From an optimization exercise on the open Yosys and OpenROAD flow, aimed at small area; shortcuts taken in it are not production practice. The RTL was checked by simulation tests, not by an equivalence proof against the original design. Power figures rest on the tool's default switching activity, not on a simulated workload.

== run A ==
Design uart_parser_register_TOP, start of the top module:
module uart_parser_register_TOP(
    input clk,
    input reset,
    input RX,
    output TX,
    output busy
    );
    wire rxd, smp, in_data, done, cnt6;
    wire [2:0] pos;
    UART_RX uart_rx(.clk(clk), .reset(reset), .rx(RX), .rxd(rxd), .smp(smp), .pos(pos),
                    .in_data(in_data), .done(done), .cnt6(cnt6));
    wire wv, wen, start;
    wire [5:0] addr;
    wire [7:0] data;
    cmd_parser parser(.clk(clk), .reset(reset), .rxd(rxd), .smp(smp), .pos(pos),
                      .in_data(in_data), .done(done), .cnt6(cnt6), .wv(wv), .wen(wen),
                      .addr(addr), .data(data), .start(start));
    wire [7:0] tap;
    wire hit;
    register_file reg_file(.clk(clk), .reset(reset), .wv(wv), .wen(wen), .addr(addr), .data(data),
                           .tap(tap), .hit(hit));
    UART_TX uart_tx(.clk(clk), .reset(reset), .start(start), .tap(tap), .hit(hit),
                    .busy(busy), .TX(TX));
endmodule
Size: ~570 flip-flops.
Settings: LEC_CHECK=0, CAP_MARGIN=20, CORE_MARGIN=2, CORE_UTILIZATION=40, CTS_BUF_LIST=sky130_fd_sc_hd__clkbuf_8, CTS_CLUSTER_DIAMETER=60, CTS_CLUSTER_SIZE=18, PLACE_DENSITY=0.6, SLEW_MARGIN=20; clock period 10.0 ns.
standard.sh (not shown) runs the stock make flow with config.mk's settings and CLKGATE_MAP_FILE= SYNTH_SCRIPT=/design/flow/synth_recipe.tcl, a recipe that flattens the netlist after the stock synthesis.
==> flow/flow/run.sh <==
#!/bin/bash
# The standard layout (standard.sh) with these changes:
#  - synthesis: the standard synthesis script, but without the adder-extraction
#    step (ADDER_MAP_FILE empty) and with an area-oriented ABC script
#    (flow/abc_area.script: a seeded, iteration-bounded &deepsyn, so it gives
#    the same netlist every run; used in place of ORFS's abc_speed.script through a
#    copy of ORFS's scripts folder). Registers are mapped before ABC runs, so
#    they are the same as the standard synthesis's.
#  - clock tree synthesis without dummy load cells, with clkbuf_8 and clusters
#    of up to 22 sinks;
#  - plain buf_1 cells as the port buffers.
# make's full output goes to synth.log and standard.log; each tool's own log is
# under orfs/logs.
set -euo pipefail
here=$(pwd)
rm -rf "$here/scripts_area"
cp -r "$FLOW_HOME/scripts" "$here/scripts_area"
cp "$here/flow/abc_area.script" "$here/scripts_area/abc_speed.script"
ADDER_MAP_FILE= SCRIPTS_DIR="$here/scripts_area" bash standard.sh synth > synth.log 2>&1
export CTS_ARGS="-sink_clustering_enable -repair_clock_nets -dont_use_dummy_load -buf_list sky130_fd_sc_hd__clkbuf_8 -sink_clustering_size 24 -sink_clustering_max_diameter 40"
export BUFFER_PORTS_ARGS="-buffer_cell sky130_fd_sc_hd__buf_1"
bash standard.sh > standard.log 2>&1
==> flow/flow/abc_area.script <==
&get -n
&st
&deepsyn -I 200 -J 10 -S 1
&dch -f
&nf -R 1000
&put
diff inputs: run A => run B
==> flow/flow/run.sh <==
#!/bin/bash
# The standard layout (standard.sh) with these changes:
#  - synthesis: the standard synthesis script, but without the adder-extraction
#    step (ADDER_MAP_FILE empty) and with an area-oriented ABC script
#    (flow/abc_area.script, used in place of ORFS's abc_speed.script through a
#    copy of ORFS's scripts folder). Registers are mapped before ABC runs, so
#    they are the same as the standard synthesis's.
#  - clock tree synthesis without dummy load cells, with clkbuf_8 and clusters
#    of up to 22 sinks;
#  - plain buf_1 cells as the port buffers.
# make's full output goes to synth.log and standard.log; each tool's own log is
# under orfs/logs.
set -euo pipefail
here=$(pwd)
rm -rf "$here/scripts_area"
cp -r "$FLOW_HOME/scripts" "$here/scripts_area"
cp "$here/flow/abc_area.script" "$here/scripts_area/abc_speed.script"
ADDER_MAP_FILE= SCRIPTS_DIR="$here/scripts_area" bash standard.sh synth > synth.log 2>&1
export CTS_ARGS="-sink_clustering_enable -repair_clock_nets -dont_use_dummy_load -buf_list sky130_fd_sc_hd__clkbuf_8 -sink_clustering_size 22 -sink_clustering_max_diameter 45"
export BUFFER_PORTS_ARGS="-buffer_cell sky130_fd_sc_hd__buf_1"
bash standard.sh > standard.log 2>&1
==> flow/flow/abc_area.script <==
&get -n
&st
&syn2
&dch -f
&nf -R 1000
&st
&syn2
&dch -f
&nf -R 1000
&st
&synch2
&nf -R 1000
&put
-- flow/config.mk --
<<< run A, line 8
export CAP_MARGIN = 20
export CORE_MARGIN = 2
export CORE_UTILIZATION = 40
export CTS_BUF_LIST = sky130_fd_sc_hd__clkbuf_8
export CTS_CLUSTER_DIAMETER = 60
export CTS_CLUSTER_SIZE = 18
export PLACE_DENSITY = 0.6
export SLEW_MARGIN = 20
>>> run B, line 8
export CAP_MARGIN = 20
export CORE_MARGIN = 2
export CORE_UTILIZATION = 70
export PLACE_DENSITY = 0.9
export SLEW_MARGIN = 20
## What came out
Run B finished every stage and its layout cleared the timing, DRC and antenna checks. Run B has number of antenna violations at the first check in global routing above what run A had. The via count normalized by instance count number comes out higher for run B vs run A. From run A to run B the numbers moved as follows: post-synth design cell area rose by 38 sq um; leakage dissipation decreased by about 1.2% relative to the old numbers. Count of mapped cells out of synthesis (run B vs. run A) increases slightly. Run B vs run A: power down slightly. Between run A and run B, the sequential share of layout area is higher for run B. Sort run A and run B by clock share of power, descending, and run A comes first. Run B ended up with a lower remaining max-slew budget at the tightest pin than run A did. In run B, maximum frequency from static timing analysis is lower than in run A. Against run A, the final cell area of run B is lower.
[inputs] run C vs run B
-- flow/flow/run.sh --
<<< run B, line 17
cp "$here/flow/abc_area.script" "$here/scripts_area/abc_speed.script"
ADDER_MAP_FILE= SCRIPTS_DIR="$here/scripts_area" bash standard.sh synth > synth.log 2>&1
export CTS_ARGS="-sink_clustering_enable -repair_clock_nets -dont_use_dummy_load -buf_list sky130_fd_sc_hd__clkbuf_8 -sink_clustering_size 22 -sink_clustering_max_diameter 45"
export BUFFER_PORTS_ARGS="-buffer_cell sky130_fd_sc_hd__buf_1"
bash standard.sh > standard.log 2>&1
>>> run C, line 17
cp "$here/flow/abc_area.script" "$here/scripts_area/abc_speed.script"
ADDER_MAP_FILE= SCRIPTS_DIR="$here/scripts_area" bash standard.sh synth > synth.log 2>&1
export CTS_ARGS="-sink_clustering_enable -repair_clock_nets -dont_use_dummy_load -buf_list sky130_fd_sc_hd__clkbuf_8 -sink_clustering_size 22 -sink_clustering_max_diameter 60"
export BUFFER_PORTS_ARGS="-buffer_cell sky130_fd_sc_hd__buf_1"
bash standard.sh > standard.log 2>&1
-- flow/config.mk --
<<< run B, line 8
export CAP_MARGIN = 20
export CORE_MARGIN = 2
export CORE_UTILIZATION = 70
export PLACE_DENSITY = 0.9
export SLEW_MARGIN = 20
>>> run C, line 8
export CAP_MARGIN = 20
export CORE_MARGIN = 2
export CORE_UTILIZATION = 40
export CTS_BUF_LIST = sky130_fd_sc_hd__clkbuf_8
export CTS_CLUSTER_DIAMETER = 60
export CTS_CLUSTER_SIZE = 18
export PLACE_DENSITY = 0.6
export SLEW_MARGIN = 20
## What came out
Delta (run C minus run B): fraction of final layout cells with drive strength greater than 1 lost 0.65 points, largest incremental delay on the critical path lost 0.03 ns. Going from run B to run C, clock period minus final worst setup slack went down; placed cell count went up; maximum operating frequency went up; setup slack went up. Run C completed every stage of the flow, and the final layout passed the timing, DRC and antenna checks.


Another version of the RTL of uart_parser_register_TOP (not shown whole).
Size in the first run: ~760 cells after synthesis, about 5 I/O pins, about 13000 µm² of cells after synthesis.
Settings: LEC_CHECK=0, CAP_MARGIN=20, CORE_MARGIN=2, CORE_UTILIZATION=40, CTS_BUF_LIST=sky130_fd_sc_hd__clkbuf_8, CTS_CLUSTER_DIAMETER=60, CTS_CLUSTER_SIZE=18, PLACE_DENSITY=0.6, SLEW_MARGIN=20; clock period 10.0 ns.
==> flow/flow/run.sh <==
#!/bin/bash
# The standard layout (standard.sh), with two changes: clock tree synthesis
# without dummy load cells, and plain buf_1 cells as the port buffers.
# make's full output goes to standard.log; each tool's log is under orfs/logs.
set -euo pipefail
export CTS_ARGS="-sink_clustering_enable -repair_clock_nets -dont_use_dummy_load -buf_list sky130_fd_sc_hd__clkbuf_8 -sink_clustering_size 18 -sink_clustering_max_diameter 60"
export BUFFER_PORTS_ARGS="-buffer_cell sky130_fd_sc_hd__buf_1"
bash standard.sh > standard.log 2>&1
Then changed:
--- a/flow/flow/run.sh
+++ b/flow/flow/run.sh
@@ -6 +6 @@
-export CTS_ARGS="-sink_clustering_enable -repair_clock_nets -dont_use_dummy_load -buf_list sky130_fd_sc_hd__clkbuf_8 -sink_clustering_size 18 -sink_clustering_max_diameter 60"
+export CTS_ARGS="-sink_clustering_enable -repair_clock_nets -dont_use_dummy_load -buf_list sky130_fd_sc_hd__clkbuf_8 -sink_clustering_size 20 -sink_clustering_max_diameter 50"
--- a/flow/config.mk
+++ b/flow/config.mk
@@ -10 +10 @@
-export CORE_UTILIZATION = 40
+export CORE_UTILIZATION = 70
@@ -12,3 +12,3 @@
-export CTS_CLUSTER_DIAMETER = 60
-export CTS_CLUSTER_SIZE = 18
-export PLACE_DENSITY = 0.6
+export CTS_CLUSTER_DIAMETER = 50
+export CTS_CLUSTER_SIZE = 20
+export PLACE_DENSITY = 0.85
The new run passed the timing, DRC and antenna checks.
Final cell count went down by about a fifth.
Clock power is lower slightly.
Power hardly moves.
Routed wire length grows by about a fifth.
Setup slack got worse by 57 ps.
First-iteration DRC count climbs by a few percent.


uart_parser_register_TOP with an RTL version that a note above also has.
Size in the first run: roughly 690 cells after synthesis, about 5 I/O pins, ~12,000 um^2 of cells after synthesis.
Settings: LEC_CHECK=0, CAP_MARGIN=20, CORE_MARGIN=2, CORE_UTILIZATION=40, CTS_BUF_LIST=sky130_fd_sc_hd__clkbuf_8, CTS_CLUSTER_DIAMETER=60, CTS_CLUSTER_SIZE=18, PLACE_DENSITY=0.6, SLEW_MARGIN=20; clock period 10.0 ns.
==> flow/flow/run.sh <==
#!/bin/bash
# The standard layout (standard.sh) with these changes:
#  - synthesis: the standard synthesis script, but without the adder-extraction
#    step (ADDER_MAP_FILE empty) and with an area-oriented ABC script
#    (flow/abc_area.script: a seeded, iteration-bounded &deepsyn, so it gives
#    the same netlist every run; used in place of ORFS's abc_speed.script through a
#    copy of ORFS's scripts folder). Registers are mapped before ABC runs, so
#    they are the same as the standard synthesis's.
#  - clock tree synthesis without dummy load cells, with clkbuf_8 and clusters
#    of up to 22 sinks;
#  - plain buf_1 cells as the port buffers.
# make's full output goes to synth.log and standard.log; each tool's own log is
# under orfs/logs.
set -euo pipefail
here=$(pwd)
rm -rf "$here/scripts_area"
cp -r "$FLOW_HOME/scripts" "$here/scripts_area"
cp "$here/flow/abc_area.script" "$here/scripts_area/abc_speed.script"
ADDER_MAP_FILE= SCRIPTS_DIR="$here/scripts_area" bash standard.sh synth > synth.log 2>&1
export CTS_ARGS="-sink_clustering_enable -repair_clock_nets -dont_use_dummy_load -buf_list sky130_fd_sc_hd__clkbuf_8 -sink_clustering_size 23 -sink_clustering_max_diameter 50"
export BUFFER_PORTS_ARGS="-buffer_cell sky130_fd_sc_hd__buf_1"
bash standard.sh > standard.log 2>&1
==> flow/flow/abc_area.script <==
&get -n
&st
&deepsyn -I 200 -J 10 -S 1
&dch -f
&nf -R 1000
&put
Then changed:
--- a/flow/flow/run.sh
+++ b/flow/flow/run.sh
@@ -20 +20 @@
-export CTS_ARGS="-sink_clustering_enable -repair_clock_nets -dont_use_dummy_load -buf_list sky130_fd_sc_hd__clkbuf_8 -sink_clustering_size 23 -sink_clustering_max_diameter 50"
+export CTS_ARGS="-sink_clustering_enable -repair_clock_nets -dont_use_dummy_load -buf_list sky130_fd_sc_hd__clkbuf_8 -sink_clustering_size 22 -sink_clustering_max_diameter 60"
- CTS_BUF_LIST: sky130_fd_sc_hd__clkbuf_8 -> default
- CTS_CLUSTER_DIAMETER: 60 -> default
- CTS_CLUSTER_SIZE: 18 -> default
- PLACE_DENSITY: 0.6 -> 0.5
Wire length came out higher by 6.9%.
Sequential power stays flat.
Sequential share of layout area stays flat.
Then changed:
- CTS_BUF_LIST: default -> sky130_fd_sc_hd__clkbuf_8
- CTS_CLUSTER_DIAMETER: default -> 60
- CTS_CLUSTER_SIZE: default -> 18
- PLACE_DENSITY: 0.5 -> 0.6
Cell area is lower by 0.31%.
Setup slack is better by 0.14 ns.
Flip-flop and latch count is unchanged.
Core utilization is lower by 0.14 points.
First-iteration DRC count is higher by 27%.
Wire length is lower by 5.6%.
Clock power is lower by 3.8%.
Die area is unchanged.
Total power is lower by 1.1%.
Critical path depth is unchanged.
Then changed:
- CORE_UTILIZATION: 40 -> 50
- CTS_BUF_LIST: sky130_fd_sc_hd__clkbuf_8 -> default
- CTS_CLUSTER_DIAMETER: 60 -> default
- CTS_CLUSTER_SIZE: 18 -> default
- PLACE_DENSITY: 0.6 -> 0.65
After rerunning: Global-route usage is higher by 2.8 points; area after synthesis is unchanged; power is lower by 0.55%.


## oak
RTL: one of the versions met above, not the one the previous note started from.
Size: roughly 760 cells after synthesis, ~570 flip-flops, about 13000 µm² of cells after synthesis.
==> flow/config.mk <==
export PLATFORM = sky130hd
export DESIGN_NAME = uart_parser_register_TOP
export DESIGN_NICKNAME = uart_parser_register_TOP
export VERILOG_FILES = /design/flow/design.v
export SDC_FILE = /design/flow/constraint.sdc
export NUM_CORES = 4
export LEC_CHECK = 0
export CAP_MARGIN = 20
export CORE_MARGIN = 2
export CORE_UTILIZATION = 40
export CTS_BUF_LIST = sky130_fd_sc_hd__clkbuf_8
export CTS_CLUSTER_DIAMETER = 60
export CTS_CLUSTER_SIZE = 18
export PLACE_DENSITY = 0.6
export SLEW_MARGIN = 20
==> flow/constraint.sdc <==
create_clock -name core_clock -period 10.0 [get_ports {clk}]
set_input_delay 2.0000 -clock core_clock [delete_from_list [all_inputs] [get_ports {clk}]]
set_output_delay 2.0000 -clock core_clock [all_outputs]
set_load 0.01 [all_outputs]
==> flow/flow/run.sh <==
#!/bin/bash
# The standard layout (standard.sh), with two changes: clock tree synthesis
# without dummy load cells, and plain buf_1 cells as the port buffers.
# make's full output goes to standard.log; each tool's log is under orfs/logs.
set -euo pipefail
export CTS_ARGS="-sink_clustering_enable -repair_clock_nets -dont_use_dummy_load -buf_list sky130_fd_sc_hd__clkbuf_8 -sink_clustering_size 22 -sink_clustering_max_diameter 60"
export BUFFER_PORTS_ARGS="-buffer_cell sky130_fd_sc_hd__buf_1"
bash standard.sh > standard.log 2>&1
oak: flow completed, timing, DRC and antenna clean
[inputs] pine vs oak
==> flow/run.sh (new file) <==
#!/bin/bash
# synth_recipe.tcl (not shown) runs the flow's synth.tcl, then flattens the netlist and writes it again
# the make line also repeats each setting of config.mk as NAME=value (left out here)
make -C /OpenROAD-flow-scripts/flow DESIGN_CONFIG=/design/flow/config.mk WORK_HOME=/design/flow/orfs CLKGATE_MAP_FILE= SYNTH_SCRIPT=/design/flow/synth_recipe.tcl finish
diff --git a/flow/config.mk b/flow/config.mk
--- a/flow/config.mk
+++ b/flow/config.mk
@@ -8,8 +8,8 @@
 export CAP_MARGIN = 20
 export CORE_MARGIN = 2
-export CORE_UTILIZATION = 40
+export CORE_UTILIZATION = 70
 export CTS_BUF_LIST = sky130_fd_sc_hd__clkbuf_8
 export CTS_CLUSTER_DIAMETER = 60
 export CTS_CLUSTER_SIZE = 18
-export PLACE_DENSITY = 0.6
+export PLACE_DENSITY = 0.85
 export SLEW_MARGIN = 20
removed: flow/flow/run.sh
removed: flow/standard.sh
Results
Compared to oak, pine leaves less free space in the core.
Re total global routing track utilization: pine is 8.8 points up on oak.
Changes observed in pine relative to oak: final setup skew fell by 62 ps; total congestion overflow comparable; wire length moved up; number of cells on the worst reg-to-reg path -1.
pine vs oak, total power went up by 3.0%.
pine vs oak, met1 layer wirelength in the final routing went down by 400 µm.


Another version of the RTL of uart_parser_register_TOP (not shown whole).
For scale: ~780 cells after synthesis, about 570 flip-flops, ~5 I/O pins, ~0.013 sq mm of cells after synthesis.
clock: 10.0 ns
lec_check: 0
cap_margin: 20
core_margin: 2
core_utilization: 40
cts_buf_list: sky130_fd_sc_hd__clkbuf_16
cts_cluster_diameter: 80
cts_cluster_size: 32
place_density: 0.6
slew_margin: 20
run.sh (not shown) runs the stock make flow with config.mk's settings and CLKGATE_MAP_FILE= SYNTH_SCRIPT=/design/flow/synth_recipe.tcl, a recipe that flattens the netlist after the stock synthesis.
Stock flow here: none of the scripts above is used.
The starting point ran to the end with no violations.
==> next run, changes <==
CTS_BUF_LIST = sky130_fd_sc_hd__clkbuf_8   (was sky130_fd_sc_hd__clkbuf_16)
CTS_CLUSTER_DIAMETER = 60   (was 80)
CTS_CLUSTER_SIZE = 18   (was 32)
Result: Global-route usage is higher by 0.33 points; power went down by about 1%; routed wire length is higher by 2.0%; cell area is about the same; core utilization stays flat; clock-buffer cell count climbs by 15.

[separate check: timing with driven ports]
Ports are ideal in the flow. The routed layouts listed here were re-timed in OpenROAD. Step 1, drivers: a clkbuf_16 drives clk and a buf_2 each remaining input, both assumed. Step 2, shift: input delay + t, output delay - t, t = (earliest + latest rising clock arrival at the registers) / 2. This alone moves slack from input paths to output paths. Slacks: no drivers / after step 1 / after step 2; pairs: no drivers / after step 1.
run	t (ns)	setup WS [ns]	worst setup path after step 2	worst register clock-pin slew, ns	worst slew at a driven data input, ns
run A	0.587	6.148 / 6.108 / 6.552	input to register	0.12 / 0.12	0.03
run B	0.564	5.829 / 5.792 / 6.356	register to output	0.12 / 0.12	0.03
run C	0.611	5.968 / 5.929 / 6.540	register to output	0.12 / 0.12	0.03
the first run of note 2	0.561	6.057 / 6.015 / 6.576	register to output	0.10 / 0.10	0.03
the second run of note 2	0.556	6.000 / 5.960 / 6.182	input to register	0.11 / 0.11	0.03
the first run of note 3	0.558	6.201 / 6.162 / 6.549	input to register	0.12 / 0.12	0.03
the second run of note 3	0.570	5.995 / 5.951 / 6.521	register to output	0.12 / 0.12	0.03
the third run of note 3	0.625	6.130 / 6.088 / 6.533	input to register	0.12 / 0.12	0.03
the fourth run of note 3	0.617	6.120 / 6.076 / 6.461	input to register	0.12 / 0.12	0.03
oak	0.598	6.022 / 5.982 / 6.579	register to output	0.12 / 0.12	0.03
pine	0.589	5.503 / 5.463 / 5.943	input to register	0.11 / 0.11	0.03
the first run of note 5	0.569	5.704 / 5.658 / 6.227	register to output	0.11 / 0.11	0.03
the second run of note 5	0.587	5.684 / 5.643 / 6.229	register to output	0.11 / 0.11	0.03
After both steps setup and hold are still met in every run listed.
